What follows belongs to an exercise in optimizing a design on an open flow for small area; a production flow would make more cautious choices.
The RTL was checked by simulation tests, not by an equivalence proof against the original design.
The clock port is modelled as an ideal driver, which makes a skipped or thinned clock tree look cheaper than it is; a real chip needs a root buffer or a tree.
Power is estimated from default activity; no workload was simulated.

**flow/flow/run.sh**
```bash
#!/bin/bash
# Own layout flow: the standard synthesis, its combinational logic re-mapped
# for area (flip-flops untouched), then the standard ORFS layout with the
# port buffers made of the smallest buffer cell.
set -euo pipefail
WORK=$PWD
FLOWDIR=$WORK/flow
R=$WORK/orfs/results/$FLOW_PLATFORM/display_top/base

bash standard.sh synth > $WORK/std_synth.log 2>&1

cp $R/1_2_yosys.v $WORK/std_netlist.v
LIB=$FLOW_HOME/platforms/sky130hd/lib/sky130_fd_sc_hd__tt_025C_1v80.lib
DU=$(cat $FLOWDIR/dont_use.txt)
# deepsyn is randomised: in each of a few stages, run rounds of it and
# mapping with eight seeds (four at a time) from the best netlist so far,
# and keep the smallest netlist found
NSTAGE=10
NSEED=8
cp $WORK/std_netlist.v $WORK/resynth_in_0.v
BESTA=1e12
for T in $(seq 1 $NSTAGE); do
  for S in $(seq 1 $NSEED); do
    while [ $(jobs -rp | wc -l) -ge 4 ]; do sleep 1; done
    for K in 1 2 3 4; do sed "s/@SEED@/$((T * 100 + S * 10 + K))/" $FLOWDIR/resynth_round.abc; done > $WORK/resynth_${T}_$S.abc
    LIB_FILE=$LIB STD_NETLIST=$WORK/resynth_in_$((T - 1)).v OUT_NETLIST=$WORK/resynth_netlist_${T}_$S.v \
      ABC_SCRIPT=$WORK/resynth_${T}_$S.abc DONT_USE_ARGS="$DU" RESYNTH_STAT=$WORK/resynth_stat_${T}_$S.txt \
      yosys -c $FLOWDIR/resynth.tcl > $WORK/resynth_${T}_$S.log 2>&1 &
  done
  wait
  cp $WORK/resynth_in_$((T - 1)).v $WORK/resynth_in_$T.v
  for S in $(seq 1 $NSEED); do
    A=$(awk '/Chip area/{print $NF}' $WORK/resynth_stat_${T}_$S.txt 2>/dev/null || true)
    if [ -n "$A" ] && [ -s $WORK/resynth_netlist_${T}_$S.v ] && awk -v a="$A" -v b="$BESTA" 'BEGIN{exit !(a < b)}'; then
      BESTA=$A
      cp $WORK/resynth_netlist_${T}_$S.v $WORK/resynth_in_$T.v
      echo "stage $T: seed $S, area $A" >> $WORK/resynth_choice.txt
    fi
  done
done
if [ "$BESTA" = 1e12 ]; then echo "resynthesis failed" >&2; exit 1; fi
cp $WORK/resynth_in_$NSTAGE.v $WORK/resynth_netlist.v
cp $WORK/resynth_netlist.v $R/1_2_yosys.v
rm -f $R/1_synth.odb $R/1_synth.sdc

ARGS=("BUFFER_PORTS_ARGS=-buffer_cell sky130_fd_sc_hd__buf_1"
  "CTS_ARGS=-repair_clock_nets -dont_use_dummy_load -buf_list sky130_fd_sc_hd__clkbuf_8 -root_buf sky130_fd_sc_hd__clkbuf_8")
bash standard.sh "${ARGS[@]}" cts > $WORK/std_place_cts.log 2>&1
CTS_ODB=$R/4_cts.odb CLK_PORT=clk openroad -no_init -exit $FLOWDIR/cts_trim.tcl > $WORK/cts_trim.log 2>&1
bash standard.sh "${ARGS[@]}" finish > $WORK/std_layout.log 2>&1
```
**flow/flow/cts_trim.tcl**
```tcl
read_db $::env(CTS_ODB)
set block [ord::get_db_block]
set clk [$block findNet $::env(CLK_PORT)]
set roots {}
foreach it [$clk getITerms] {
  if {[$it isInputSignal]} { lappend roots [$it getInst] }
}
if {[llength $roots] != 1} {
  puts "cts_trim: clock port drives [llength $roots] cells, nothing to do"
  exit 0
}
set root [lindex $roots 0]
set out ""
foreach it [$root getITerms] {
  if {[$it isOutputSignal]} { set out [$it getNet] }
}
set loads {}
foreach it [$out getITerms] {
  if {[$it isInputSignal]} { lappend loads $it }
}
set ok 1
foreach it $loads {
  set m [[$it getInst] getMaster]
  if {![string match "*clkbuf*" [$m getName]]} { set ok 0 }
}
if {!$ok || [llength $loads] > 4} {
  puts "cts_trim: root drives [llength $loads] pins, not only a few clock buffers; nothing to do"
  exit 0
}
puts "cts_trim: removing [$root getName] ([[$root getMaster] getName]), clock port now drives [llength $loads] buffers"
foreach it $loads {
  $it disconnect
  $it connect $clk
}
odb::dbInst_destroy $root
odb::dbNet_destroy $out
write_db $::env(CTS_ODB)
```
**flow/flow/dont_use.txt**
```
-dont_use sky130_fd_sc_hd__lpflow_bleeder_1 -dont_use sky130_fd_sc_hd__lpflow_clkbufkapwr_1 -dont_use sky130_fd_sc_hd__lpflow_clkbufkapwr_16 -dont_use sky130_fd_sc_hd__lpflow_clkbufkapwr_2 -dont_use sky130_fd_sc_hd__lpflow_clkbufkapwr_4 -dont_use sky130_fd_sc_hd__lpflow_clkbufkapwr_8 -dont_use sky130_fd_sc_hd__lpflow_clkinvkapwr_1 -dont_use sky130_fd_sc_hd__lpflow_clkinvkapwr_16 -dont_use sky130_fd_sc_hd__lpflow_clkinvkapwr_2 -dont_use sky130_fd_sc_hd__lpflow_clkinvkapwr_4 -dont_use sky130_fd_sc_hd__lpflow_clkinvkapwr_8 -dont_use sky130_fd_sc_hd__lpflow_decapkapwr_12 -dont_use sky130_fd_sc_hd__lpflow_decapkapwr_3 -dont_use sky130_fd_sc_hd__lpflow_decapkapwr_4 -dont_use sky130_fd_sc_hd__lpflow_decapkapwr_6 -dont_use sky130_fd_sc_hd__lpflow_decapkapwr_8 -dont_use sky130_fd_sc_hd__lpflow_inputiso0n_1 -dont_use sky130_fd_sc_hd__lpflow_inputiso0p_1 -dont_use sky130_fd_sc_hd__lpflow_inputiso1n_1 -dont_use sky130_fd_sc_hd__lpflow_inputiso1p_1 -dont_use sky130_fd_sc_hd__lpflow_inputisolatch_1 -dont_use sky130_fd_sc_hd__lpflow_isobufsrc_1 -dont_use sky130_fd_sc_hd__lpflow_isobufsrc_16 -dont_use sky130_fd_sc_hd__lpflow_isobufsrc_2 -dont_use sky130_fd_sc_hd__lpflow_isobufsrc_4 -dont_use sky130_fd_sc_hd__lpflow_isobufsrc_8 -dont_use sky130_fd_sc_hd__lpflow_isobufsrckapwr_16 -dont_use sky130_fd_sc_hd__lpflow_lsbuf_lh_hl_isowell_tap_1 -dont_use sky130_fd_sc_hd__lpflow_lsbuf_lh_hl_isowell_tap_2 -dont_use sky130_fd_sc_hd__lpflow_lsbuf_lh_hl_isowell_tap_4 -dont_use sky130_fd_sc_hd__lpflow_lsbuf_lh_isowell_4 -dont_use sky130_fd_sc_hd__lpflow_lsbuf_lh_isowell_tap_1 -dont_use sky130_fd_sc_hd__lpflow_lsbuf_lh_isowell_tap_2 -dont_use sky130_fd_sc_hd__lpflow_lsbuf_lh_isowell_tap_4 -dont_use sky130_fd_sc_hd__probe_p_8 -dont_use sky130_fd_sc_hd__probec_p_8 
```
**flow/flow/resynth.tcl**
```tcl
# Re-maps the combinational logic of the standard synthesis netlist for area.
# The flip-flops stay as they are (same instances, names and cells).
set lib $::env(LIB_FILE)
yosys read_liberty -ignore_miss_func $lib
yosys read_verilog $::env(STD_NETLIST)
yosys hierarchy -top $::env(FLOW_TOP)
foreach ff {dfxtp_1 dfxtp_2 dfxtp_4} {
  yosys setattr -mod -set keep_hierarchy 1 sky130_fd_sc_hd__$ff
}
yosys flatten
yosys opt_clean -purge
yosys select $::env(FLOW_TOP)
yosys abc -liberty $lib {*}$::env(DONT_USE_ARGS) -script $::env(ABC_SCRIPT)
yosys opt_clean -purge
yosys hilomap -singleton -hicell sky130_fd_sc_hd__conb_1 HI -locell sky130_fd_sc_hd__conb_1 LO
yosys insbuf -buf sky130_fd_sc_hd__buf_1 A X
yosys select -clear
yosys tee -o $::env(RESYNTH_STAT) stat -liberty $lib $::env(FLOW_TOP)
yosys select $::env(FLOW_TOP)
yosys write_verilog -noattr -selected $::env(OUT_NETLIST)
```
**flow/flow/resynth_round.abc**
```
strash
&get -n
&deepsyn -T 15 -S @SEED@
&put
&get -n
&dch -f
&nf -R 1000
&put
```
**flow/standard.sh**
```bash
#!/bin/bash
# synth_recipe.tcl (not shown) runs the flow's synth.tcl, then flattens the netlist and writes it again
# the make line also repeats each setting of config.mk as NAME=value (left out here)
make -C /OpenROAD-flow-scripts/flow DESIGN_CONFIG=/design/flow/config.mk WORK_HOME=/design/flow/orfs CLKGATE_MAP_FILE= SYNTH_SCRIPT=/design/flow/synth_recipe.tcl "${@:-finish}"
```
**flow/config.mk**
```make
export PLATFORM = sky130hd
export DESIGN_NAME = display_top
export DESIGN_NICKNAME = display_top
export VERILOG_FILES = /design/flow/design.v
export SDC_FILE = /design/flow/constraint.sdc
export NUM_CORES = 4
export LEC_CHECK = 0
export CAP_MARGIN = 20
export CORE_MARGIN = 2
export CORE_UTILIZATION = 40
export SLEW_MARGIN = 20
```
**flow/constraint.sdc**
```tcl
create_clock -name core_clock -period 39.7 [get_ports {clk}]
set_input_delay 7.9400 -clock core_clock [delete_from_list [all_inputs] [get_ports {clk}]]
set_output_delay 7.9400 -clock core_clock [all_outputs]
set_load 0.01 [all_outputs]
```
**flow/design.v**
```verilog
module graphics(
	input             vgaclk,
	input      [63:0] grid_flat,
	input      [6:0]  x,
	input      [6:0]  y,
	output     [3:0]  red,
	output     [3:0]  green,
	output     [3:0]  blue
);
	wire [3:0] v = grid_flat[{y[5:4], x[5:4], 2'b00} +: 4];
	reg       gv;
	reg [2:0] gi;
	always @* begin
		gv = 1'b1;
		gi = 3'd0;
		case ({v, y[3], x[3]})
			6'd4: gi = 3'd0;
			6'd8: gi = 3'd1;
			6'd12: gi = 3'd2;
			6'd16: gi = 3'd3;
			6'd17: gi = 3'd4;
			6'd20: gi = 3'd5;
			6'd21: gi = 3'd0;
			6'd24: gi = 3'd4;
			6'd25: gi = 3'd1;
			6'd28: gi = 3'd3;
			6'd29: gi = 3'd0;
			6'd30: gi = 3'd2;
			6'd32: gi = 3'd0;
			6'd33: gi = 3'd6;
			6'd34: gi = 3'd4;
			6'd36: gi = 3'd6;
			6'd37: gi = 3'd3;
			6'd38: gi = 3'd0;
			6'd40: gi = 3'd3;
			6'd41: gi = 3'd7;
			6'd42: gi = 3'd0;
			6'd43: gi = 3'd1;
			6'd44: gi = 3'd0;
			6'd45: gi = 3'd7;
			6'd46: gi = 3'd1;
			6'd47: gi = 3'd2;
			default: gv = 1'b0;
		endcase
	end
	reg [7:0] grow;
	always @* begin
		case ({gi, y[2:0]})
			6'd1: grow = 8'b00011000;
			6'd2: grow = 8'b00100100;
			6'd3: grow = 8'b00100000;
			6'd4: grow = 8'b00010000;
			6'd5: grow = 8'b00001000;
			6'd6: grow = 8'b00111100;
			6'd9: grow = 8'b00110000;
			6'd10: grow = 8'b00101000;
			6'd11: grow = 8'b00100100;
			6'd12: grow = 8'b01111100;
			6'd13: grow = 8'b00100000;
			6'd14: grow = 8'b00100000;
			6'd17: grow = 8'b00111100;
			6'd18: grow = 8'b00100100;
			6'd19: grow = 8'b00100100;
			6'd20: grow = 8'b00111100;
			6'd21: grow = 8'b00100100;
			6'd22: grow = 8'b00111100;
			6'd25: grow = 8'b00010000;
			6'd26: grow = 8'b00011000;
			6'd27: grow = 8'b00010100;
			6'd28: grow = 8'b00010000;
			6'd29: grow = 8'b00010000;
			6'd30: grow = 8'b00111100;
			6'd33: grow = 8'b00111100;
			6'd34: grow = 8'b00000100;
			6'd35: grow = 8'b00000100;
			6'd36: grow = 8'b00111100;
			6'd37: grow = 8'b00100100;
			6'd38: grow = 8'b00111100;
			6'd41: grow = 8'b00111100;
			6'd42: grow = 8'b00100000;
			6'd43: grow = 8'b00100000;
			6'd44: grow = 8'b00111100;
			6'd45: grow = 8'b00100000;
			6'd46: grow = 8'b00111100;
			6'd49: grow = 8'b00111100;
			6'd50: grow = 8'b00000100;
			6'd51: grow = 8'b00000100;
			6'd52: grow = 8'b00111100;
			6'd53: grow = 8'b00100000;
			6'd54: grow = 8'b00111100;
			6'd57: grow = 8'b00111100;
			6'd58: grow = 8'b00100100;
			6'd59: grow = 8'b00100100;
			6'd60: grow = 8'b00100100;
			6'd61: grow = 8'b00100100;
			6'd62: grow = 8'b00111100;
			default: grow = 8'd0;
		endcase
	end
	wire pix = gv & grow[x[2:0]];
	wire black = x[6] | y[6] | pix;
	reg [3:0] code;
	always @(posedge vgaclk)
		code <= {v[3] | black, v[2] | black, v[1:0]};
	wire red_hi = (code == 4'd0) | (code == 4'd1) | (code == 4'd2) | (code == 4'd3) | (code == 4'd4) | (code == 4'd10) | (code == 4'd11);
	wire red_lo = (code == 4'd0) | (code == 4'd1) | (code == 4'd2) | (code == 4'd3) | (code == 4'd11);
	wire green_hi = (code == 4'd0) | (code == 4'd2) | (code == 4'd3) | (code == 4'd4) | (code == 4'd5) | (code == 4'd6) | (code == 4'd7) | (code == 4'd8);
	wire green_lo = (code == 4'd0) | (code == 4'd3) | (code == 4'd4) | (code == 4'd5) | (code == 4'd6) | (code == 4'd7);
	wire blue_hi = (code == 4'd0) | (code == 4'd6) | (code == 4'd7) | (code == 4'd8) | (code == 4'd9) | (code == 4'd10) | (code == 4'd11);
	wire blue_lo = (code == 4'd0) | (code == 4'd7) | (code == 4'd8) | (code == 4'd9) | (code == 4'd10) | (code == 4'd11);
	assign red = {red_hi, {3{red_lo}}};
	assign green = {green_hi, {3{green_lo}}};
	assign blue = {blue_hi, {3{blue_lo}}};
endmodule
module vga(
	input            vgaclk,
	input            rst,       
	output reg [6:0] hq,
	output reg [2:0] hr,
	output reg [6:0] vq,
	output reg [2:0] vr,
	output           hsync,
	output           vsync
);
	wire hr_wrap   = hr[2] & hr[1];                           
	wire line_end  = hq[6] & hq[5] & hq[4] & hq[1] & (hr == 3'd1);  
	wire vr_wrap   = vr[2] & vr[1];                           
	wire frame_end = vq[6] & vq[3] & vq[1] & vr_wrap;         
	always @(posedge vgaclk) begin
		if (!rst || line_end) begin
			hq <= 7'd0;
			hr <= 3'd0;
		end else if (hr_wrap) begin
			hq <= hq + 7'd1;
			hr <= 3'd0;
		end else begin
			hr <= hr + 3'd1;
		end
		if (!rst || (line_end && frame_end)) begin
			vq <= 7'd0;
			vr <= 3'd0;
		end else if (line_end) begin
			if (vr_wrap) begin
				vq <= vq + 7'd1;
				vr <= 3'd0;
			end else begin
				vr <= vr + 3'd1;
			end
		end
	end
	assign hsync = !((hq > 7'd93 && hq < 7'd107) ||
	                 (hq == 7'd93 && hr >= 3'd5) ||
	                 (hq == 7'd107 && hr <= 3'd2));
	assign vsync = !(vq[6] & ~vq[3] & vq[2] & vq[1] & ~vq[0] & ~vr[2] & ~vr[1]);
endmodule
module display_top (
	input         clk,     
	input         rst_n,   
	input  [63:0] grid,
	output        hsync,
	output        vsync,
	output [3:0]  red,
	output [3:0]  green,
	output [3:0]  blue
);
	wire [6:0] hq, vq;
	wire [2:0] hr, vr;
	vga vga1(clk, rst_n, hq, hr, vq, vr, hsync, vsync);
	graphics graphics1(clk, grid, hq, vq, red, green, blue);
endmodule
```
==> results of run 1 <==
-- cell type report --
| cell class | count | area share, % |
|---|---|---|
| multi-input combinational | 203 | 55.60 |
| tap | 50 | 3.149 |
| timing repair buffer | 79 | 14.92 |
| clock buffer | 2 | 1.385 |
| inverter | 4 | 0.7557 |
| sequential | 24 | 24.18 |
-- worst max-delay path by stage --
stage,startpoint,to,slack [ps],depth (start not counted)
finish,grid[0],graphics1.code[3],28410,17
global route,grid[0],graphics1.code[3],27970,17
detailed placement,grid[0],graphics1.code[3],28330,17
CTS,grid[0],graphics1.code[3],28560,17
floorplan,grid[29],graphics1.code[3],28870,15
global placement,grid[0],graphics1.code[3],28400,17
-- power by group --
group,leakage (uW),internal [uW],switching (uW)
Sequential,0.000195,24.6,0.655
Combinational,0.000427,3.85,4.52
Clock,0.0000144,4.61,5.74
-- layout by cell type, fill, tap and decap left out, types with 2 or more instances in the layout --
cell type  count
nor2b_1        5
nor2_1        36
o22ai_1       13
o221ai_1       2
nor3_1        21
o211ai_1       2
a22oi_1        2
a21oi_1       22
xnor2_1        6
nor4_1         2
a211oi_1       5
o21ai_0       22
clkinv_1       4
a21o_1         2
dfxtp_1       24
a222oi_1       4
nand2_1       23
and2_0         2
and3_1         6
nand3_1        6
clkbuf_8       2
buf_1         79
nand4_1        2
or2_0          3
nand2b_1       5
-- stage by stage --
stage                     std cells  area [sq um]  worst slack (ps)
after floorplan                 237          1623             28870
after global placement          360          1959             28400
after detailed placement        360          1959             28330
after CTS                       363          2001             28560
after global routing            362          1987             27970
final                           362          1987             28410
-- critical path: stages --
cell	delay, ps
buf_1	70
o22ai_1	80
nor3_1	190
nor4_1	90
a211oi_1	500
nand2_1	190
a21oi_1	200
a211oi_1	70
a21o_1	220
a211oi_1	530
a21oi_1	90
a211oi_1	320
o21ai_0	140
a221oi_1	310
nor4_1	100
nor3_1	210
nand2_1	70
-- per-layer routing --
metal / track usage, % / vias to the layer above / share of wire [%]
met5: 0 / - / 0
met4: 4.847 / 0 / 1.3
met3: 2.167 / 7 / 7.9
met2: 39.09 / 81 / 46
met1: 25.71 / 885 / 45
li1: - / 1037 / -
-- state kept, by name, summed over array words and instances (netlist names) --
signal          flops
vga1.vr             3
vga1.vq             7
vga1.hr             3
vga1.hq             7
graphics1.code      4
==> summary.md, run 1 <==
| Metric | Value |
|---|---|
| Status | no timing/DRC/antenna violations |
| Min Tclk post-route | 11290 ps |
| Initial drt markers | 72 |
| First-pass GRT wire length | around 7.6 mm |
| Final core utilization | about half |
| Pwr dens | roughly 22 mW/mm^2 |
| Startpoint Class | input port |
| R2R Path Start | vga1.vq[4] |
| DRC | 0 |
| CP endpoint kind | flop |
| Post-Synthesis Cells | between 200 and 250 |
| Tcrit/Tclk final | between 20% and 30% |
| Synth-to-layout area growth | 22.44% |
| LEAKAGE | roughly 0.00064 uW |
| Clock Latency Late Sink | between 100 and 150 ps |
| Die span in y | approximately 68 microns |
| Num Clock Sinks | 24 |
| Final Hold Viols | 0 |
| RePlAce Congestion | approximately 0.87 |
| CP Data Required Time | around 40000 ps |
| Max Clk Rate | slightly below 90 MHz |
| Final setup viols | 0 |
| DRT antenna net count | 0 |
| Routed WL | 4.728 mm |
| Maximum number of pins on one net before global-route repair | 15 |
| IO Port Bufs | between 70 and 80 |
| Syn Area/Cell | ~6.8 sq um |
| Critical R2R Capture | graphics1.code[3] |
| RSZ-0062 raised after global routing | false |
| Detailed Place HPWL | 3.687 mm |
| Least-Margin Pin Slew | ~810 ps |
| Fraction of layout cells with a size suffix above 1 | less than 1% |
| Die X | between 60 and 70 microns |
| Number of global-route vias before repair | between 1500 and 2000 |
| CP Max Fanout | 5 |
| Slew Viols, Final | 0 |
| DR pass1 iterations | 4 |
| Ant diodes | 0 |
| Max_slew headroom | 45.21% |
| Wire per inst | 13.06 microns |
| Sum Neg Setup Slack | 0 ps |
| FP Rows | 23 |
| Initial Util | between 40 and 50% |
| Final #Nets | 380 |
| # IOs | 80 |
| Hold slack final | around 490 ps |
| Worst Path Arrival | about 11000 ps |
| Worst VDD drop | between 15 and 20 uV |
| Number of fill cells in the layout | approximately 400 |
| Hold_buf cts | 0 |
| Total gr overflow | 0 |
| Synth warn | 2 |
| Die area | 0.004583 sq mm |
| Clock Skews | about 14 ps |
| MaxCap Viol Count | 0 |
| Total power | 43.96 uW |
| Reg2reg path depth | 17 |
| PostCTS Resize Cnt | 0 |
| Post-Syn Area | ~0.0016 sq mm |
| Initial antenna violation count | 0 |
| Hold EP | vga1.hr[0] |
| Crit Path Category | input port to flop |
| Worst hold path type | flop to flop |
| Register area | between 400 and 500 sq um |
| Multi-input gate area | ~0.0011 sq mm |
| Vias per Instance | approximately 5.6 |
| R2R setup slack | 35120 ps |
| Post-CTS Setup Inserts | 0 |
| Clock Pin Slew Worst Setup and Hold Paths | about 80 ps |
| Post-Syn Nets | between 300 and 400 |
| Core area | 0.003943 sq mm |
| Via Count | 2010 |
| Worst Hold Launch | vga1.hr[0] |
| Min-Delay Path Depth | 1 |
| GRT Resource Usage Total | 21.03% |
==> run 2, diff against run 1 <==
--- a/flow/flow/run.sh
+++ b/flow/flow/run.sh
@@ -14,13 +14,11 @@
 DU=$(cat $FLOWDIR/dont_use.txt)
 # deepsyn is randomised: in each of a few stages, run rounds of it and
-# mapping with eight seeds (four at a time) from the best netlist so far,
-# and keep the smallest netlist found
-NSTAGE=10
-NSEED=8
+# mapping with four seeds from the best netlist so far, and keep the
+# smallest netlist found
+NSTAGE=6
 cp $WORK/std_netlist.v $WORK/resynth_in_0.v
 BESTA=1e12
 for T in $(seq 1 $NSTAGE); do
-  for S in $(seq 1 $NSEED); do
-    while [ $(jobs -rp | wc -l) -ge 4 ]; do sleep 1; done
+  for S in 1 2 3 4; do
     for K in 1 2 3 4; do sed "s/@SEED@/$((T * 100 + S * 10 + K))/" $FLOWDIR/resynth_round.abc; done > $WORK/resynth_${T}_$S.abc
     LIB_FILE=$LIB STD_NETLIST=$WORK/resynth_in_$((T - 1)).v OUT_NETLIST=$WORK/resynth_netlist_${T}_$S.v \
@@ -30,5 +28,5 @@
   wait
   cp $WORK/resynth_in_$((T - 1)).v $WORK/resynth_in_$T.v
-  for S in $(seq 1 $NSEED); do
+  for S in 1 2 3 4; do
     A=$(awk '/Chip area/{print $NF}' $WORK/resynth_stat_${T}_$S.txt 2>/dev/null || true)
     if [ -n "$A" ] && [ -s $WORK/resynth_netlist_${T}_$S.v ] && awk -v a="$A" -v b="$BESTA" 'BEGIN{exit !(a < b)}'; then
==> run 2 against run 1 <==
Net effect: sequential power barely moved; final area rose by 1.4%; critical path depth did not move; hold slack got worse by 14 ps; worst setup slack improved by 440 ps; utilization rose by 0.33 points.
==> summary.md, run 2 <==
| Metric | Value |
|---|---|
| Worst Path Arrival | 10880 ps |
| Critical R2R Capture | graphics1.code[3] |
| GR Util met3 | about 3.3% |
| Post-Syn Area | about 0.0017 sq mm |
| First-pass GRT wire length | about 7.8 mm |
| Sum Neg Setup Slack | 0 ps |
| DR pass1 iterations | 7 |
| RSZ-0062 raised after global routing | false |
| Reg2reg path depth | 17 |
| # IOs | 80 |
| Post-Syn Nets | around 310 |
| Startpoint Class | input port |
| Met2 Usage GRT | 36.17% |
| Vias per Instance | around 5.6 |
| Synth-to-layout area growth | 22.06% |
| Detailed Place HPWL | between 3 and 4 mm |
| Ant diodes | 0 |
| GR met1 Demand/Resource | between 20 and 30% |
| CP endpoint kind | flop |
| Pwr dens | 21.83 mW/mm^2 |
| Via Count | a little over 2000 |
| Tcrit/Tclk final | between 20% and 30% |
| Placed Cells | 362 |
| DRT antenna net count | 0 |
| FP Rows | 23 |
| LEAKAGE | between 0.0006 and 0.0007 uW |
| Final Hold Viols | 0 |
| Most frequent cells in the layout | buf_1 (79), nand2_1 (41), nor2_1 (26), dfxtp_1 (24), a21oi_1 (22) |
| Max_slew headroom | 33.24% |
| Total gr overflow | 0 |
| Clock Pin Slew Worst Setup and Hold Paths | around 80 ps |
| Final #Nets | 382 |
| Initial drt markers | 149 |
| Worst hold path type | flop to flop |
| Final setup viols | 0 |
| Die X | 68.23 microns |
| Crit Path Category | input port to flop |
| Routed WL | 4.737 mm |
| Maximum number of pins on one net before global-route repair | 18 |
| Hold_buf cts | 0 |
| Final core utilization | between 50% and 60% |
| Status | no timing/DRC/antenna violations |
| PostCTS Resize Cnt | 0 |
| Die area | between 0.004 and 0.005 sq mm |
| Initial Util | 41.56% |
| Die span in y | approximately 68 microns |
| CP startpoint | grid[40] |
| Busiest grt layer | met2 |
| Clock Latency Late Sink | ~140 ps |
| Post-Synthesis Cells | 239 |
| CP Max Fanout | 5 |
| Synth warn | 2 |
| Syn Area/Cell | around 7 sq um |
| DRC | 0 |
| Setup WS post-layout | between 20000 and 30000 ps |
| Worst VDD drop | around 16 uV |
| Hold slack final | 480.2 ps |
| Slew Viols, Final | 0 |
| Num Clock Sinks | 24 |
| Initial antenna violation count | 0 |
| Number of global-route vias before repair | about 1800 |
| Worst Setup EP | graphics1.code[3] |
| Fraction of layout cells with a size suffix above 1 | less than 1% |
| Least-Margin Pin Slew | 999.4 ps |
| RePlAce Congestion | a little under 0.9 |
| Setup WS pre-CTS | about 29000 ps |
| R2R Path Start | vga1.hq[5] |
| R2R setup slack | about 36000 ps |
| Clock Skews | 4.071 ps |
| Min Tclk post-route | 10860 ps |
| Post-CTS Setup Inserts | 0 |
| Wire per inst | between 10 and 15 microns |
| Commonest non-fill, non-tap cell in the layout | buf_1 |
| IO Port Bufs | between 70 and 80 |
| MaxCap Viol Count | 0 |
| CP Data Required Time | ~40000 ps |
| Max Clk Rate | slightly above 90 MHz |
| Core area | 0.003971 sq mm |
| GRT Resource Usage Total | 21.34% |
| Number of fill cells in the layout | 429 |
| Final std cells w/o fill | around 360 |
| Largest registers | vga1.hq (7), vga1.vq (7), graphics1.code (4) |
-- run 2: cell type report --
type | instances | area, sq um | area share (%)
clock buffers | 2 | 27.53 | 1.366
inverters | 7 | 26.28 | 1.304
multi-input cells | 202 | 1121 | 55.65
flip-flops and latches | 24 | 480.5 | 23.85
well taps | 50 | 62.56 | 3.106
repair buffers | 79 | 296.5 | 14.72
-- run 2: worst min-delay path by stage --
stage,from,depth (start not counted),to
after floorplan,vga1.hr[0],1,vga1.hr[0]
after detailed placement,vga1.hr[0],1,vga1.hr[0]
after global placement,vga1.vr[2],2,vga1.vr[2]
after CTS,vga1.hr[0],1,vga1.hr[0]
after global routing,vga1.hr[0],1,vga1.hr[0]
final,vga1.hr[0],1,vga1.hr[0]
-- run 2: per-layer routing --
layer | wire [microns] | up-vias
li1 | - | 1064
met1 | 2288 | 931
met2 | 2220 | 50
met3 | 193 | 5
met4 | 34 | 0
met5 | 0 | -
-- run 2: metrics by stage --
stage	total power [uW]	instance area (sq um)
global route	46.11	2014
global placement	33.61	1987
floorplan	30.11	1650
finish	43.98	2014
detailed placement	33.65	1987
CTS	47.70	2028
-- run 2: worst max-delay path: stages --
cell and delay (ps):
buf_1 70, a222oi_1 350, nand3_1 110, and4_1 290, clkinv_1 70, nand2_1 90
and3_1 190, or3_1 300, nand2_1 130, or2_0 180, nor2_1 50, o21ai_0 180
a21oi_1 70, o311ai_0 390, a211oi_1 130, nor3_1 230, nand2_1 90
-- run 2: report_power, final --
group	switching [uW]	internal [uW]	total, uW
combinational	4.45	3.53	7.98
sequential	0.613	24.5	25.1
clock	6.24	4.62	10.9
total	11.3	32.7	44.0
==> run 3, diff against run 2 <==
--- a/flow/design.v
+++ b/flow/design.v
@@ -123,7 +123,7 @@
 	output           vsync
 );
-	wire hr_wrap   = hr[2] & hr[1];                           
-	wire line_end  = hq[6] & hq[5] & hq[4] & hq[1] & (hr == 3'd1);  
-	wire vr_wrap   = vr[2] & vr[1];                           
+	wire hr_wrap   = hr[2] & ~hr[1] & ~hr[0];                 
+	wire line_end  = hq[6] & hq[5] & hq[4] & hq[1] & (hr == 3'b001);  
+	wire vr_wrap   = vr[2] & ~vr[1] & ~vr[0];                 
 	wire frame_end = vq[6] & vq[3] & vq[1] & vr_wrap;         
 	always @(posedge vgaclk) begin
@@ -131,9 +131,8 @@
 			hq <= 7'd0;
 			hr <= 3'd0;
-		end else if (hr_wrap) begin
-			hq <= hq + 7'd1;
-			hr <= 3'd0;
 		end else begin
-			hr <= hr + 3'd1;
+			if (hr_wrap)
+				hq <= hq + 7'd1;
+			hr <= {hr[1:0], ~(hr[2] ^ hr[1])};
 		end
 		if (!rst || (line_end && frame_end)) begin
@@ -141,15 +140,12 @@
 			vr <= 3'd0;
 		end else if (line_end) begin
-			if (vr_wrap) begin
+			if (vr_wrap)
 				vq <= vq + 7'd1;
-				vr <= 3'd0;
-			end else begin
-				vr <= vr + 3'd1;
-			end
+			vr <= {vr[1:0], ~(vr[2] ^ vr[1])};
 		end
 	end
 	assign hsync = !((hq > 7'd93 && hq < 7'd107) ||
-	                 (hq == 7'd93 && hr >= 3'd5) ||
-	                 (hq == 7'd107 && hr <= 3'd2));
+	                 (hq == 7'd93 && (hr == 3'b010 || hr == 3'b100)) ||
+	                 (hq == 7'd107 && (hr == 3'b000 || hr == 3'b001 || hr == 3'b011)));
 	assign vsync = !(vq[6] & ~vq[3] & vq[2] & vq[1] & ~vq[0] & ~vr[2] & ~vr[1]);
 endmodule
--- a/flow/flow/run.sh
+++ b/flow/flow/run.sh
@@ -14,11 +14,13 @@
 DU=$(cat $FLOWDIR/dont_use.txt)
 # deepsyn is randomised: in each of a few stages, run rounds of it and
-# mapping with four seeds from the best netlist so far, and keep the
-# smallest netlist found
+# mapping with eight seeds (four at a time) from the best netlist so far,
+# and keep the smallest netlist found
 NSTAGE=6
+NSEED=8
 cp $WORK/std_netlist.v $WORK/resynth_in_0.v
 BESTA=1e12
 for T in $(seq 1 $NSTAGE); do
-  for S in 1 2 3 4; do
+  for S in $(seq 1 $NSEED); do
+    while [ $(jobs -rp | wc -l) -ge 4 ]; do sleep 1; done
     for K in 1 2 3 4; do sed "s/@SEED@/$((T * 100 + S * 10 + K))/" $FLOWDIR/resynth_round.abc; done > $WORK/resynth_${T}_$S.abc
     LIB_FILE=$LIB STD_NETLIST=$WORK/resynth_in_$((T - 1)).v OUT_NETLIST=$WORK/resynth_netlist_${T}_$S.v \
@@ -28,5 +30,5 @@
   wait
   cp $WORK/resynth_in_$((T - 1)).v $WORK/resynth_in_$T.v
-  for S in 1 2 3 4; do
+  for S in $(seq 1 $NSEED); do
     A=$(awk '/Chip area/{print $NF}' $WORK/resynth_stat_${T}_$S.txt 2>/dev/null || true)
     if [ -n "$A" ] && [ -s $WORK/resynth_netlist_${T}_$S.v ] && awk -v a="$A" -v b="$BESTA" 'BEGIN{exit !(a < b)}'; then
==> run 3 against run 2 <==
Net effect: still clean on timing, DRC and antenna; sequential share of layout area about the same; sequential cell count unchanged; via count decreased by 2.0%; sequential power about the same; first-iteration DRC count decreased by 7.4%; critical path depth decreased by 1; largest cell class unchanged.
==> summary.md, run 3 <==
| Metric | Value |
|---|---|
| Sum Neg Setup Slack | 0 ps |
| Most frequent cells in the layout | buf_1 (79), nand2_1 (38), a21oi_1 (27), dfxtp_1 (24), nor2_1 (23) |
| Pwr dens | 22.14 mW/mm^2 |
| Die span in y | between 60 and 70 microns |
| Clock Latency Late Sink | about 140 ps |
| LEAKAGE | ~0.00065 uW |
| Fraction of layout cells with a size suffix above 1 | under 10% |
| Initial antenna violation count | 0 |
| Final std cells w/o fill | approximately 360 |
| Via Count | 2010 |
| Cell chain of the critical path | buf_1 -> a222oi_1 -> nand3_1 -> a32o_1 -> xnor2_1 -> nor2b_1 -> a21oi_1 -> xor2_1 -> nor2b_1 -> o21a_1 -> o221a_1 -> nor3_1 -> nor3_1 -> nor3_1 -> nor3_1 -> nand2_1 |
| WP buf/inv | 1 |
| Maximum number of pins on one net before global-route repair | 19 |
| Die area | ~0.0046 sq mm |
| Min Tclk post-route | 10860 ps |
| Post-Syn Area | roughly 0.0016 sq mm |
| Detailed Place HPWL | about 3.6 mm |
| Final #Nets | 374 |
| Synth-to-layout area growth | 22.45% |
| Post-Synthesis Cells | about 230 |
| Worst hold path type | flop to flop |
| Die X | 68.11 microns |
| Post-CTS Setup Inserts | 0 |
| Wire per inst | between 10 and 15 microns |
| CP Data Required Time | 39720 ps |
| Status | no timing/DRC/antenna violations |
| Max Clk Rate | 92.10 MHz |
| Tcrit/Tclk final | 27.35% |
| RePlAce Congestion | between 0.8 and 0.9 |
| Initial Util | 41.40% |
| Initial drt markers | around 140 |
| Least-Margin Pin Slew | 1014 ps |
| DR pass1 iterations | 9 |
| DRC | 0 |
| Hold_buf cts | 0 |
| Core area | between 0.003 and 0.004 sq mm |
| Num Clock Sinks | 24 |
| MaxCap Viol Count | 0 |
| Final Hold Viols | 0 |
| Clock Skews | 2.164 ps |
| Startpoint Class | input port |
| Worst Path Arrival | around 11000 ps |
| Clock Pin Slew Worst Setup and Hold Paths | ~80 ps |
| Multi-input gate area | between 0.001 and 0.0015 sq mm |
| Worst path most repeated cell | nor3_1 |
| CP max stage delay | ~400 ps |
| Setup WS pre-CTS | around 29000 ps |
| Final setup viols | 0 |
| DRT antenna net count | 0 |
| Number of fill cells in the layout | between 400 and 500 |
| Vias per Instance | ~5.6 |
| PostCTS Resize Cnt | 0 |
| FP Rows | 23 |
| Ant diodes | 0 |
| Max_slew headroom | approximately a third |
| Worst VDD drop | around 17 uV |
| Total gr overflow | 0 |
| RSZ-0062 raised after global routing | false |
| Commonest non-fill, non-tap cell in the layout | buf_1 |
| IO Port Bufs | 79 |
| GRT Resource Usage Total | 19.77% |
| CP max-delay cell | xor2_1 |
| Routed WL | ~4.6 mm |
| First-pass GRT wire length | approximately 7.3 mm |
| Synth warn | 2 |
| Register area | around 480 sq um |
| Post-Syn Nets | between 200 and 300 |
| Setup WS post-layout | around 29000 ps |
| Number of global-route vias before repair | 1728 |
| Slew Viols, Final | 0 |
| CP delay by family, top | compound AO/OA/AOI/OAI gates |
| CP endpoint kind | flop |
| Placed Cells | between 300 and 400 |
| Crit Path Category | input port to flop |
| Largest registers | vga1.hq (7), vga1.vq (7), graphics1.code (4) |
| Syn Area/Cell | between 7 and 8 sq um |
| # IOs | 80 |
| CP Max Fanout | 7 |
run 3: metal layers:
layer | GRT usage [%] | share of wire (%) | vias up
li1 | - | - | 1034
met1 | 23.19 | 45 | 895
met2 | 37.62 | 47 | 78
met3 | 2.303 | 7.6 | 3
met4 | 5.000 | 0.48 | 0
met5 | 0 | 0 | -
run 3: power breakdown:
part           internal (uW)  switching [uW]  total (uW)
combinational           4.03            4.75        8.79
sequential              24.5           0.590        25.1
clock                   4.62            6.06        10.7
run 3: tightest hold or removal path, stage by stage, from the launching register on:
cell,delay [ps]
dfxtp_1,300
clkinv_1,60
a21oi_1,50
run 3: path summary, 6_finish.rpt:
path / slack [ps] / cells past startpoint / start / endpoint
worst max-delay path: 28840 / 16 / grid[57] / graphics1.code[3]
worst min-delay path: 450 / 2 / vga1.vr[0] / vga1.vr[1]
worst max register to register: 35580 / 16 / vga1.hq[4] / graphics1.code[3]
worst min register to register: 450 / 2 / vga1.vr[0] / vga1.vr[1]
run 3: layout make-up:
cell class | instances | area share (%)
clock buffers | 2 | 1.367
inverters | 5 | 0.9323
multi-input cells | 196 | 56.00
flip-flops and latches | 24 | 23.87
well taps | 50 | 3.108
repair buffers | 79 | 14.73
run 3: stage by stage:
step	power [uW]	cell area (sq um)	utilization [%]	hold WS (ps)
6_report	44.57	2013	50.69	454.8
5_1_grt	47.35	2013	50.69	485.7
4_1_cts	48.75	2022	50.91	460.8
3_5_place_dp	34.44	1981	49.87	445.2
3_3_place_gp	34.44	1981	49.87	451.0
2_1_floorplan	30.73	1644	-	423.5
==> run 4, diff against run 3 <==
--- a/flow/design.v
+++ b/flow/design.v
@@ -9,39 +9,35 @@
 );
 	wire [3:0] v = grid_flat[{y[5:4], x[5:4], 2'b00} +: 4];
-	reg       gv;
-	reg [2:0] gi;
-	always @* begin
-		gv = 1'b1;
-		gi = 3'd0;
-		case ({v, y[3], x[3]})
-			6'd4: gi = 3'd0;
-			6'd8: gi = 3'd1;
-			6'd12: gi = 3'd2;
-			6'd16: gi = 3'd3;
-			6'd17: gi = 3'd4;
-			6'd20: gi = 3'd5;
-			6'd21: gi = 3'd0;
-			6'd24: gi = 3'd4;
-			6'd25: gi = 3'd1;
-			6'd28: gi = 3'd3;
-			6'd29: gi = 3'd0;
-			6'd30: gi = 3'd2;
-			6'd32: gi = 3'd0;
-			6'd33: gi = 3'd6;
-			6'd34: gi = 3'd4;
-			6'd36: gi = 3'd6;
-			6'd37: gi = 3'd3;
-			6'd38: gi = 3'd0;
-			6'd40: gi = 3'd3;
-			6'd41: gi = 3'd7;
-			6'd42: gi = 3'd0;
-			6'd43: gi = 3'd1;
-			6'd44: gi = 3'd0;
-			6'd45: gi = 3'd7;
-			6'd46: gi = 3'd1;
-			6'd47: gi = 3'd2;
-			default: gv = 1'b0;
-		endcase
-	end
+	wire       gv;
+	wire [2:0] gi;
+	assign gi[0] =
+		  (~y[3] & ~v[0] & v[1] & ~v[2])
+		| (x[3] & ~v[0] & v[1])
+		| (~x[3] & ~v[1] & v[2])
+		| (~x[3] & ~y[3] & v[0] & v[2])
+		| (x[3] & ~y[3] & v[0] & v[3])
+		| (~x[3] & y[3] & v[0] & v[1] & v[3]);
+	assign gi[1] =
+		  (~x[3] & v[0] & v[1] & ~v[3])
+		| (~x[3] & ~v[0] & ~v[1] & v[2])
+		| (x[3] & ~y[3] & v[3])
+		| (~y[3] & v[0] & ~v[1] & v[3])
+		| (x[3] & v[0] & v[3])
+		| (~y[3] & ~v[0] & v[1] & v[3]);
+	assign gi[2] =
+		  (x[3] & ~v[0] & ~v[1])
+		| (y[3] & ~v[0] & ~v[1])
+		| (~x[3] & v[0] & ~v[1] & v[2])
+		| (~x[3] & ~v[0] & v[1] & v[2])
+		| (~x[3] & ~y[3] & v[0] & ~v[1] & v[3])
+		| (x[3] & ~y[3] & v[1] & v[3]);
+	assign gv =
+		  (~x[3] & ~y[3] & v[0])
+		| (~x[3] & ~y[3] & v[1])
+		| (~y[3] & v[2])
+		| (~x[3] & v[0] & v[1] & v[2])
+		| (~y[3] & v[3])
+		| (~x[3] & v[3])
+		| (v[1] & v[3]);
 	reg [7:0] grow;
 	always @* begin
==> run 4 against run 3 <==
Net effect: worst setup slack worse by 480 ps; fmax fell by 4.2%; die area decreased by 0.79%; clock skew up 8.9 ps; non-clock buffer count is the same; combinational power down 11%; sequential cell count unchanged; synthesized area fell by 0.84%; critical endpoint is now graphics1.code[2]; via count grew 2.8%; highest routed layer unchanged; clock power barely moved.
==> summary.md, run 4 <==
| Metric | Value |
|---|---|
| FP Rows | 23 |
| Initial Util | between 40 and 50% |
| Clock Pin Slew Worst Setup and Hold Paths | ~80 ps |
| CP endpoint kind | flop |
| Via Count | 2067 |
| R2R Path Start | vga1.hq[5] |
| Initial drt markers | ~140 |
| Slew Viols, Final | 0 |
| R2R setup slack | about 35000 ps |
| Hold EP | vga1.vr[1] |
| Worst Hold Launch | vga1.vr[0] |
| Min-Delay Path Depth | 2 |
| Worst VDD drop | 20.50 uV |
| Clock share of power | roughly a quarter |
| Number of global-route vias before repair | approximately 1800 |
| Syn Area/Cell | about 7 sq um |
| Clock Skews | around 11 ps |
| RSZ-0062 raised after global routing | false |
| Tcrit/Tclk final | between 20% and 30% |
| Post-Synthesis Cells | roughly 230 |
| RePlAce Congestion | about 0.85 |
| First-pass GRT wire length | between 7 and 8 mm |
| MaxCap Viol Count | 0 |
| Reg power frac | 57.5% |
| IO Port Bufs | 79 |
| Cell chain of the critical path | buf_1 -> o21ai_0 -> o311ai_0 -> nand2_1 -> nand2_1 -> nand3_1 -> o21ai_0 -> a21oi_1 -> o21ai_0 -> o22ai_1 -> a21oi_1 -> nand2_1 -> o21ai_0 -> a211oi_1 -> a21oi_1 -> nor2_1 -> nor3_1 -> nand2_1 |
| Ant diodes | 0 |
| Post-Syn Nets | 300 |
| Commonest non-fill, non-tap cell in the layout | buf_1 |
| Die span in y | a little under 70 microns |
| Num Clock Sinks | 24 |
| Most frequent cells in the layout | buf_1 (79), a21oi_1 (33), nor2_1 (27), nand2_1 (25), dfxtp_1 (24) |
| Maximum number of pins on one net before global-route repair | 14 |
| Synth warn | 2 |
| CP delay by family, top | compound AO/OA/AOI/OAI gates |
| Clock Latency Late Sink | approximately 140 ps |
| Post-CTS Setup Inserts | 0 |
| Wire per inst | between 10 and 15 microns |
| Internal power | approximately 33 uW |
| Crit Path Category | input port to flop |
| Die X | 67.84 microns |
| DR pass1 iterations | 8 |
| Sum Neg Setup Slack | 0 ps |
| Total power | between 40 and 50 uW |
| WP buf/inv | 1 |
| GRT Resource Usage Total | 22.04% |
| LEAKAGE | around 0.00063 uW |
| PostCTS Resize Cnt | 0 |
| Critical R2R Capture | graphics1.code[2] |
| Max Clk Rate | 88.20 MHz |
| Pwr dens | ~22 mW/mm^2 |
| DRT antenna net count | 0 |
| Final Hold Viols | 0 |
| Routed WL | roughly 5.0 mm |
| Least-Margin Pin Slew | 964.7 ps |
| CP max-delay cell | o311ai_0 |
| Total gr overflow | 0 |
| Worst Path Arrival | ~11000 ps |
| # IOs | 80 |
| Die area | 0.004602 sq mm |
| Final #Nets | between 300 and 400 |
| Core area | 0.003971 sq mm |
| Initial antenna violation count | 0 |
| Max_slew headroom | 34.87% |
| Startpoint Class | input port |
| DRC | 0 |
| Min Tclk post-route | around 11000 ps |
| Fraction of layout cells with a size suffix above 1 | less than 1% |
| Worst hold path type | flop to flop |
| Post-Syn Area | 0.001630 sq mm |
| CP Max Fanout | 8 |
| Switching share of power | 24.98% |
| Final setup viols | 0 |
| Reg2reg path depth | 20 |
| Largest registers | vga1.hq (7), vga1.vq (7), graphics1.code (4) |
| Synth-to-layout area growth | 22.33% |
| Hold_buf cts | 0 |
| Status | no timing/DRC/antenna violations |
| CP max stage delay | around 860 ps |
| CP Data Required Time | 39720 ps |
| Comb power frac | ~18% |
| Number of fill cells in the layout | 440 |
| Detailed Place HPWL | approximately 4.0 mm |
| Vias per Instance | between 5 and 6 |
| Psw | 10.88 uW |
[run 4: cell count changes in the layout (fill, tap and decap cells not counted), moves of 6 or more]
cell and delta:
a31oi_1 -6, nand2_1 -13, o22ai_1 +7, a21oi_1 +6
a222oi_1 -7
[run 4: routing by layer]
metal  wire, microns  up-vias  GRT usage, %
met5               0        -             0
met4              59        0         4.250
met3             344        6         3.289
met2            2302       81         37.25
met1            2278      927         29.97
li1                -     1053             -
[run 4: layout make-up]
type                       instances  area, sq um  share of cell area (%)
inverter                           6        22.52                   1.129
multi-input combinational        198         1105                   55.40
clock buffer                       2        27.53                   1.380
timing repair buffer              79        296.5                   14.87
sequential                        24        480.5                   24.09
tap                               50        62.56                   3.137
[run 4: worst max-delay path by stage]
stage | from | endpoint | slack (ps) | cells after the start
2_1_floorplan | grid[16] | graphics1.code[2] | 28850 | 17
3_3_place_gp | grid[16] | graphics1.code[2] | 28400 | 18
3_5_place_dp | grid[16] | graphics1.code[2] | 28200 | 18
4_1_cts | grid[16] | graphics1.code[2] | 28500 | 18
5_1_grt | grid[16] | graphics1.code[2] | 27850 | 18
6_report | grid[16] | graphics1.code[2] | 28360 | 18
[run 4: through the flow]
step                      hold WS (ps)  utilization (%)  setup slack (ps)  std cells  instance area, sq um
after CTS                        486.9            50.57             28500        360                  2008
after floorplan                  428.6                -             28850        234                  1630
final                            481.1            50.22             28360        359                  1994
after detailed placement         453.6            49.53             28200        357                  1967
after global placement           455.9            49.53             28400        357                  1967
after global routing             508.4            50.22             27850        359                  1994
[run 4: power groups by stage]
stage	Sequential, uW	Clock [uW]	Combinational [uW]
detailed placement	25.6	0	7.74
global placement	25.6	0	7.78
CTS	25.0	14.6	7.79
global route	25.1	12.0	9.00
finish	25.0	10.7	7.80
floorplan	25.5	0	4.43
[run 4: tightest hold or removal path, cell delays in order (launching register included)]
cell and delay [ps]:
dfxtp_1 330, clkinv_1 50, a21oi_1 50
==> run 5, diff against run 4 <==
--- a/flow/design.v
+++ b/flow/design.v
@@ -119,7 +119,7 @@
 	output           vsync
 );
-	wire hr_wrap   = hr[2] & ~hr[1] & ~hr[0];                 
-	wire line_end  = hq[6] & hq[5] & hq[4] & hq[1] & (hr == 3'b001);  
-	wire vr_wrap   = vr[2] & ~vr[1] & ~vr[0];                 
+	wire hr_wrap   = hr[2] & hr[1];                           
+	wire line_end  = hq[6] & hq[5] & hq[4] & hq[1] & (hr == 3'd1);  
+	wire vr_wrap   = vr[2] & vr[1];                           
 	wire frame_end = vq[6] & vq[3] & vq[1] & vr_wrap;         
 	always @(posedge vgaclk) begin
@@ -127,8 +127,9 @@
 			hq <= 7'd0;
 			hr <= 3'd0;
+		end else if (hr_wrap) begin
+			hq <= hq + 7'd1;
+			hr <= 3'd0;
 		end else begin
-			if (hr_wrap)
-				hq <= hq + 7'd1;
-			hr <= {hr[1:0], ~(hr[2] ^ hr[1])};
+			hr <= hr + 3'd1;
 		end
 		if (!rst || (line_end && frame_end)) begin
@@ -136,12 +137,15 @@
 			vr <= 3'd0;
 		end else if (line_end) begin
-			if (vr_wrap)
+			if (vr_wrap) begin
 				vq <= vq + 7'd1;
-			vr <= {vr[1:0], ~(vr[2] ^ vr[1])};
+				vr <= 3'd0;
+			end else begin
+				vr <= vr + 3'd1;
+			end
 		end
 	end
 	assign hsync = !((hq > 7'd93 && hq < 7'd107) ||
-	                 (hq == 7'd93 && (hr == 3'b010 || hr == 3'b100)) ||
-	                 (hq == 7'd107 && (hr == 3'b000 || hr == 3'b001 || hr == 3'b011)));
+	                 (hq == 7'd93 && hr >= 3'd5) ||
+	                 (hq == 7'd107 && hr <= 3'd2));
 	assign vsync = !(vq[6] & ~vq[3] & vq[2] & vq[1] & ~vq[0] & ~vr[2] & ~vr[1]);
 endmodule
--- a/flow/flow/run.sh
+++ b/flow/flow/run.sh
@@ -16,5 +16,5 @@
 # mapping with eight seeds (four at a time) from the best netlist so far,
 # and keep the smallest netlist found
-NSTAGE=6
+NSTAGE=4
 NSEED=8
 cp $WORK/std_netlist.v $WORK/resynth_in_0.v
==> run 5 against run 4 <==
Net effect: sequential share of layout area is 0.11 points lower; worst setup slack improved by 200 ps; synthesized cell count increased by 3.0%; critical path depth down 1; global-route usage decreased by 0.88 points; critical path type unchanged.
==> summary.md, run 5 <==
| Metric | Value |
|---|---|
| RePlAce Congestion | between 0.8 and 0.9 |
| Final #Nets | 384 |
| Design Area, Final | ~0.0020 sq mm |
| Die span in y | between 60 and 70 microns |
| Startpoint Class | input port |
| Slew Viols, Final | 0 |
| Psw | roughly 11 uW |
| Clock Latency Late Sink | 140 ps |
| Wire per inst | 13.10 microns |
| Clock Skews | ~10 ps |
| Ant diodes | 0 |
| DRT antenna net count | 0 |
| Synth-to-layout area growth | 22.21% |
| Number of global-route vias before repair | 1800 |
| Initial Util | 41.27% |
| Initial drt markers | 70 |
| FP Rows | 23 |
| LEAKAGE | approximately 0.00066 uW |
| Num Clock Sinks | 24 |
| RSZ-0062 raised after global routing | false |
| Post-Synthesis Cells | roughly 240 |
| GRT Resource Usage Total | a little over a fifth |
| Final Hold Viols | 0 |
| Reg power frac | between 50% and 60% |
| Placed cell area | 0.001976 sq mm |
| First-pass GRT wire length | ~7.6 mm |
| Vias per Instance | 5.555 |
| IO Port Bufs | between 70 and 80 |
| PostCTS Resize Cnt | 0 |
| Crit Path Category | input port to flop |
| DRC | 0 |
| Syn Area/Cell | just under 7 sq um |
| Worst hold path type | flop to flop |
| Total power | approximately 43 uW |
| CP endpoint kind | flop |
| Tcrit/Tclk final | around 28% |
| Fraction of layout cells with a size suffix above 1 | 0.6329% |
| Most frequent cells in the layout | buf_1 (79), nor2_1 (44), dfxtp_1 (24), a21oi_1 (23), nor3_1 (22) |
| Core area | ~0.004 sq mm |
| Largest registers | vga1.hq (7), vga1.vq (7), graphics1.code (4) |
| Max_slew headroom | a little under half |
| Setup WS pre-CTS | about 29000 ps |
| Final setup viols | 0 |
| Sum Neg Setup Slack | 0 ps |
| Commonest non-fill, non-tap cell in the layout | buf_1 |
| Worst Path Arrival | roughly 11000 ps |
| Setup WS post-layout | roughly 29000 ps |
| Synth warn | 2 |
| Pwr dens | ~22 mW/mm^2 |
| DR pass1 iterations | 4 |
| Maximum number of pins on one net before global-route repair | 19 |
| Die X | 68.02 microns |
| Comb power frac | 17.5% |
| Clock Pin Slew Worst Setup and Hold Paths | about 80 ps |
| Worst VDD drop | between 15 and 20 uV |
| CP Max Fanout | 6 |
| Total gr overflow | 0 |
| Detailed Place HPWL | around 3.7 mm |
| Status | no timing/DRC/antenna violations |
| Max Clk Rate | between 80 and 90 MHz |
| Clock share of power | 24.6% |
| Die area | between 0.004 and 0.005 sq mm |
| MaxCap Viol Count | 0 |
| Min Tclk post-route | between 10000 and 15000 ps |
| Via Count | 2033 |
| Post-CTS Setup Inserts | 0 |
| # IOs | 80 |
| Internal power | around 32 uW |
| Routed WL | roughly 4.8 mm |
| Post-Syn Area | approximately 0.0016 sq mm |
| Hold_buf cts | 0 |
| Least-Margin Pin Slew | just over 800 ps |
| CP Data Required Time | 39700 ps |
| Switching share of power | between 20% and 30% |
| Initial antenna violation count | 0 |
| Post-Syn Nets | about 310 |
[run 5: cell types whose count changed in the layout (fill, tap and decap cells not counted), moves of 6 or more]
cell      change
a21oi_1      -10
nand2_1       -7
nand3_1       -6
nor2_1       +17
a222oi_1     -10
nor3_1        +9
o22ai_1       +9
[run 5: area by class of cell]
class	count	area, sq um
flip-flops and latches	24	480.5
multi-input cells	208	1125
fillers	417	1968
clock buffers	2	27.53
repair buffers	79	296.5
well taps	50	62.56
inverters	3	11.26
[run 5: final timing paths]
kind	from	endpoint	slack, ps	cells after the start
hold reg to reg	vga1.hr[0]	vga1.hr[0]	450	1
setup reg to reg	vga1.hq[4]	graphics1.code[3]	35450	17
hold / removal	vga1.hr[0]	vga1.hr[0]	450	1
setup / recovery	grid[18]	graphics1.code[3]	28560	17
[run 5: metal layers]
metal | track usage [%] | share of wire (%) | routed length (microns) | vias up
met5 | 0 | 0 | 0 | -
met4 | 6.500 | 0.98 | 47 | 0
met3 | 2.467 | 7.0 | 336 | 5
met2 | 39.93 | 48 | 2302 | 72
met1 | 24.62 | 44 | 2108 | 904
li1 | - | - | - | 1052
[run 5: per-stage QoR]
step | hold slack [ps] | instances | util [%]
after detailed placement | 437.5 | 364 | 49.75
after CTS | 454.5 | 367 | 50.79
after global routing | 477.9 | 366 | 50.44
final | 451.0 | 366 | 50.44
after floorplan | 413.3 | 241 | -
after global placement | 429.5 | 364 | 49.75
[run 5: power groups by stage]
stage | Sequential, uW | Clock, uW | Combinational, uW
floorplan | 25.5 | 0 | 4.14
detailed placement | 25.7 | 0 | 7.49
global route | 25.2 | 12.2 | 8.71
CTS | 25.1 | 14.8 | 7.56
finish | 25.1 | 10.7 | 7.56
global placement | 25.7 | 0 | 7.47
[run 5: worst max-delay path: stages]
cell and delay [ps]:
buf_1 70, o21ai_0 180, nor3_1 90, nor4_1 580, or2_0 360, nor2_1 90
a31oi_1 130, o21ai_0 200, and3_1 260, nor2_1 90, o21ai_0 110, a31oi_1 240
o21ai_0 130, a21oi_1 140, o221ai_1 140, a211oi_1 310, nand2_1 80
==> run 6, diff against run 5 <==
--- a/flow/flow/run.sh
+++ b/flow/flow/run.sh
@@ -16,5 +16,5 @@
 # mapping with eight seeds (four at a time) from the best netlist so far,
 # and keep the smallest netlist found
-NSTAGE=4
+NSTAGE=6
 NSEED=8
 cp $WORK/std_netlist.v $WORK/resynth_in_0.v
==> run 6 against run 5 <==
Net effect: still clean; sequential share of layout area up 0.15 points; fmax rose by 3.0%; hold slack better by 24 ps; register-to-register slack better by 360 ps; via count barely moved; clock skew rose by 2.6 ps; combinational power up 4.4%; final area down 0.62%; critical path depth increased by 2; die area down 0.72%; global-route usage decreased by 0.20 points.
==> summary.md, run 6 <==
| Metric | Value |
|---|---|
| Hold_buf cts | 0 |
| Detailed Place HPWL | 3.802 mm |
| Total gr overflow | 0 |
| Register area | ~480 sq um |
| Final setup viols | 0 |
| Worst Hold Launch | vga1.hr[0] |
| Final #Nets | 386 |
| CP delay by family, top | compound AO/OA/AOI/OAI gates |
| RePlAce Congestion | 0.8585 |
| MaxCap Viol Count | 0 |
| Die area | roughly 0.0046 sq mm |
| # IOs | 80 |
| R2R Path Start | vga1.hq[4] |
| CP max stage delay | approximately 370 ps |
| Startpoint Class | input port |
| Die X | slightly below 70 microns |
| Pwr dens | ~22 mW/mm^2 |
| Synth-to-layout area growth | 22.38% |
| Least-Margin Pin Slew | 643.1 ps |
| Clock Latency Late Sink | 140 ps |
| IO Port Bufs | 79 |
| Die span in y | about 68 microns |
| Slew Viols, Final | 0 |
| CP Data Required Time | ~40000 ps |
| Initial drt markers | 84 |
| CP endpoint kind | flop |
| RSZ-0062 raised after global routing | false |
| Multi-input gate area | between 0.001 and 0.0015 sq mm |
| Number of global-route vias before repair | roughly 1800 |
| LEAKAGE | between 0.0006 and 0.0007 uW |
| Syn Area/Cell | between 6 and 7 sq um |
| Min Tclk post-route | between 10000 and 15000 ps |
| First-pass GRT wire length | between 7 and 8 mm |
| Clock Pin Slew Worst Setup and Hold Paths | about 80 ps |
| Clock Skews | between 10 and 15 ps |
| Via Count | between 2000 and 2500 |
| Worst VDD drop | 18.97 uV |
| Status | no timing/DRC/antenna violations |
| DRC | 0 |
| Ant diodes | 0 |
| Cell chain of the critical path | buf_1 -> o21ai_0 -> nor2_1 -> o21ai_0 -> o21ai_0 -> nor3_1 -> clkinv_1 -> nor2_1 -> nor2_1 -> a21oi_1 -> nor2_1 -> a21oi_1 -> o31ai_1 -> a32oi_1 -> o2111ai_1 -> a31oi_1 -> nor2_1 -> a211oi_1 -> nand2_1 |
| CP max-delay cell | nor3_1 |
| Routed WL | approximately 4.9 mm |
| Setup WS pre-CTS | about 29000 ps |
| Number of fill cells in the layout | a little over 400 |
| Tcrit/Tclk final | a little over a quarter |
| PostCTS Resize Cnt | 0 |
| Most frequent cells in the layout | buf_1 (79), nor2_1 (42), nand2_1 (24), dfxtp_1 (24), a21oi_1 (21) |
| Post-CTS Setup Inserts | 0 |
| Post-Synthesis Cells | 243 |
| CP startpoint | grid[20] |
| Commonest non-fill, non-tap cell in the layout | buf_1 |
| Maximum number of pins on one net before global-route repair | 15 |
| Setup WS post-layout | just under 30000 ps |
| DR pass1 iterations | 5 |
| Initial antenna violation count | 0 |
| GRT Resource Usage Total | a little over a fifth |
| Vias per Instance | roughly 5.5 |
| Post-Syn Area | ~0.0016 sq mm |
| Max_slew headroom | a little under three fifths |
| Final std cells w/o fill | around 370 |
| Core area | 0.003943 sq mm |
| Worst Path Arrival | 10850 ps |
| CP Max Fanout | 4 |
| DRT antenna net count | 0 |
| Crit Path Category | input port to flop |
| Worst path most repeated cell | nor2_1 |
| Synth warn | 2 |
| WP buf/inv | 2 |
| Wire per inst | between 10 and 15 microns |
| Max Clk Rate | between 90 and 100 MHz |
| Worst hold path type | flop to flop |
| Placed Cells | approximately 370 |
| Initial Util | 41.26% |
| Fraction of layout cells with a size suffix above 1 | less than 1% |
| Num Clock Sinks | 24 |
| Final Hold Viols | 0 |
| Post-Syn Nets | 309 |
| Sum Neg Setup Slack | 0 ps |
| FP Rows | 23 |
| Largest registers | vga1.hq (7), vga1.vq (7), graphics1.code (4) |
## run 6: cell types whose count changed in the layout (fill, tap and decap cells not counted), moves of 3 or more
cell / before / now
a222oi_1: 0 / 4
nand2_1: 18 / 24
o221ai_1: 6 / 3
clkinv_1: 3 / 6
xnor2_1: 6 / 3
nor3_1: 22 / 19
o22ai_1: 16 / 13
## run 6: worst paths after layout
path	cells after the start	slack (ps)	endpoint
worst max-delay path	19	28880	graphics1.code[2]
worst min-delay path	1	470	vga1.hr[0]
worst max register to register	19	35810	graphics1.code[2]
worst min register to register	1	470	vga1.hr[0]
## run 6: metrics by stage
stage | util, % | hold slack [ps] | area, sq um | total power [uW]
after floorplan | - | 434.0 | 1627 | 29.93
after global placement | 49.79 | 460.7 | 1963 | 33.54
after detailed placement | 49.79 | 465.6 | 1963 | 33.50
after CTS | 50.84 | 482.8 | 2004 | 47.38
after global routing | 50.49 | 510.4 | 1991 | 46.39
final | 50.49 | 474.9 | 1991 | 43.53
## run 6: final cells by class
| type | count | area share (%) |
|---|---|---|
| sequential | 24 | 24.14 |
| clock buffer | 2 | 1.383 |
| timing repair buffer | 79 | 14.90 |
| multi-input combinational | 207 | 55.31 |
| tap | 50 | 3.143 |
| inverter | 6 | 1.131 |
## run 6: power breakdown
| group | switching, uW | total, uW | internal (uW) |
|---|---|---|---|
| Sequential | 0.600 | 25.1 | 24.5 |
| Clock | 5.88 | 10.5 | 4.61 |
| Combinational | 4.48 | 7.89 | 3.42 |
## run 6: per-layer routing
metal  part of all wire (%)  GRT usage, %  routed length (microns)  vias up
li1                       -             -                        -     1052
met1                     45         25.76                     2213      906
met2                     47         39.46                     2274       71
met3                    7.5         2.667                      366        3
met4                   0.55         3.000                       27        0
met5                      0             0                        0        -
==> run 7, diff against run 6 <==
--- a/flow/flow/run.sh
+++ b/flow/flow/run.sh
@@ -16,5 +16,5 @@
 # mapping with eight seeds (four at a time) from the best netlist so far,
 # and keep the smallest netlist found
-NSTAGE=6
+NSTAGE=10
 NSEED=8
 cp $WORK/std_netlist.v $WORK/resynth_in_0.v
==> run 7 against run 6 <==
Net effect: critical path type unchanged; highest routed layer unchanged; combinational power grew 11%; register-to-register slack got worse by 330 ps; global-route usage increased by 1.1 points; critical path depth is the same; sequential cell count did not move; first-iteration DRC count up 48%.
==> summary.md, run 7 <==
| Metric | Value |
|---|---|
| Status | no timing/DRC/antenna violations |
| GRT Resource Usage Total | around 22% |
| Commonest non-fill, non-tap cell in the layout | buf_1 |
| DRT antenna net count | 0 |
| Largest registers | vga1.hq (7), vga1.vq (7), graphics1.code (4) |
| Worst VDD drop | around 18 uV |
| Die X | 67.52 microns |
| Final Hold Viols | 0 |
| Synth warn | 2 |
| Worst Hold Launch | vga1.hr[0] |
| Max Clk Rate | ~89 MHz |
| First-pass GRT wire length | 7.969 mm |
| Number of global-route vias before repair | about 1800 |
| R2R Path Start | vga1.hq[4] |
| RSZ-0062 raised after global routing | false |
| Die area | 0.004559 sq mm |
| Max_slew headroom | 44.38% |
| Wire per inst | roughly 13 microns |
| Worst hold path type | flop to flop |
| Ant diodes | 0 |
| Hold slack final | about 500 ps |
| FP Rows | 23 |
| Clock Skews | approximately 5.6 ps |
| CP endpoint kind | flop |
| DRC | 0 |
| GR met1 Demand/Resource | between 20% and 30% |
| Post-Syn Nets | 300 |
| Core area | a little under 0.004 sq mm |
| # IOs | 80 |
| Total power | about 45 uW |
| Final #Nets | between 300 and 400 |
| Min Tclk post-route | 11270 ps |
| Final setup viols | 0 |
| Pwr dens | about 23 mW/mm^2 |
| Initial antenna violation count | 0 |
| Post-Syn Area | 0.001614 sq mm |
| LEAKAGE | about 0.00065 uW |
| Met2 Usage GRT | approximately 40% |
| Design Area, Final | a little under 0.002 sq mm |
| Die span in y | approximately 68 microns |
| Busiest grt layer | met2 |
| Most frequent cells in the layout | buf_1 (79), nor2_1 (40), a21oi_1 (26), dfxtp_1 (24), nand2_1 (23) |
| RePlAce Congestion | just under 0.9 |
| R2R setup slack | ~35000 ps |
| Via Count | approximately 2000 |
| Initial Util | about two fifths |
| GR Util met3 | 2.000% |
| Clock Latency Late Sink | ~140 ps |
| Placed Cells | 358 |
| PostCTS Resize Cnt | 0 |
| Min-Delay Path Depth | 1 |
| Routed WL | roughly 4.8 mm |
| Slew Viols, Final | 0 |
| Placed cell area | ~0.002 sq mm |
| Clock Pin Slew Worst Setup and Hold Paths | ~80 ps |
| Post-Synthesis Cells | about 230 |
| Post-CTS Setup Inserts | 0 |
| Total gr overflow | 0 |
| Syn Area/Cell | 6.898 sq um |
| Initial drt markers | roughly 120 |
| Synth-to-layout area growth | 23.02% |
| CP Max Fanout | 5 |
| Sum Neg Setup Slack | 0 ps |
| DR pass1 iterations | 4 |
| Final std cells w/o fill | between 300 and 400 |
| MaxCap Viol Count | 0 |
| Vias per Instance | ~5.6 |
| Worst Path Arrival | 11360 ps |
| Tcrit/Tclk final | around 28% |
| Detailed Place HPWL | 3.680 mm |
| Crit Path Category | input port to flop |
| Hold_buf cts | 0 |
| Num Clock Sinks | 24 |
| Critical R2R Capture | graphics1.code[2] |
| Hold EP | vga1.hr[0] |
| Fraction of layout cells with a size suffix above 1 | 0.9677% |
| IO Port Bufs | 79 |
| CP Data Required Time | between 30000 and 40000 ps |
| Least-Margin Pin Slew | around 830 ps |
| Maximum number of pins on one net before global-route repair | 16 |
| Reg2reg path depth | 19 |
| Startpoint Class | input port |
-- run 7: area by class of cell --
class	instances	area [sq um]
fillers	423	1957
multi-input cells	200	1096
flip-flops and latches	24	480.5
repair buffers	80	304.0
well taps	50	62.56
clock buffers	2	27.53
inverters	4	15.01
-- run 7: metal layers --
| layer | up-vias | wire [microns] | share of wire (%) |
|---|---|---|---|
| li1 | 1035 | - | - |
| met1 | 918 | 2191 | 46 |
| met2 | 64 | 2268 | 47 |
| met3 | 7 | 283 | 5.9 |
| met4 | 0 | 53 | 1.1 |
| met5 | - | 0 | 0 |
-- run 7: worst max path at each step --
stage	cells after the start	end	from
detailed placement	17	graphics1.code[3]	grid[29]
global route	19	graphics1.code[2]	grid[21]
global placement	17	graphics1.code[2]	grid[29]
floorplan	18	graphics1.code[2]	grid[29]
CTS	19	graphics1.code[2]	grid[29]
finish	19	graphics1.code[2]	grid[29]
-- run 7: power breakdown --
| part | switching (uW) | internal, uW |
|---|---|---|
| Clock | 6.26 | 4.62 |
| Sequential | 0.610 | 24.5 |
| Combinational | 4.86 | 3.88 |
-- run 7: per-stage QoR --
| step | worst slack [ps] | utilization (%) |
|---|---|---|
| 6_report | 28430 | 50.37 |
| 5_1_grt | 27830 | 50.37 |
| 4_1_cts | 28580 | 50.71 |
| 3_5_place_dp | 28340 | 49.67 |
| 3_3_place_gp | 28470 | 49.67 |
| 2_1_floorplan | 28870 | - |
-- run 7: critical path: stages --
cell and delay, ps:
buf_1 70, o21ai_0 160, nor3_1 80, nor4_1 620, clkinv_1 300, nor2_1 290
clkinv_1 100, a21oi_1 300, or2_0 260, nor2_1 80, o21bai_1 200, nand2b_1 90
o21ai_0 80, a31oi_1 110, nor3b_1 210, a31oi_1 60, a311oi_1 240, nor3_1 90
nand2_1 70

==> afterwards: timing with drivers on the ports <==
How much do the figures lean on ideal ports? The routed layouts below were timed once more, with nothing changed but the port constraints.
Step 1 (the two cells are an assumption about what drives the block):
set clk [get_ports {clk}]
set_driving_cell -lib_cell sky130_fd_sc_hd__clkbuf_16 $clk
set_driving_cell -lib_cell sky130_fd_sc_hd__buf_2 [delete_from_list [all_inputs] $clk]
Step 2 moves the port delays by t, midway between the first and last clock arrival at a register: inputs arrive t later, outputs are due t later. That takes back most of the time a late clock gives input paths.
Three values: no drivers, after step 1, after step 2; two values: the first two.
run	t, ns	setup slack, ns	slew at the worst register clock pin (ns)	worst data-port slew with drivers (ns)	pins driven straight from the clock port
run 1	0.170	28.405 / 28.416 / 28.246	0.08 / 0.08	0.04	2
run 2	0.175	28.844 / 28.858 / 28.683	0.08 / 0.08	0.04	2
run 3	0.171	28.842 / 28.852 / 28.681	0.08 / 0.08	0.04	2
run 4	0.169	28.362 / 28.370 / 28.201	0.08 / 0.08	0.04	2
run 5	0.172	28.559 / 28.570 / 28.398	0.08 / 0.08	0.05	2
run 6	0.169	28.885 / 28.897 / 28.727	0.08 / 0.08	0.04	2
run 7	0.173	28.426 / 28.437 / 28.264	0.08 / 0.08	0.04	2
After both steps every run listed still meets setup and hold. For run 7, which loses most, drivers alone change the setup slack by +0.011 ns; drivers and shift together by -0.162 ns.
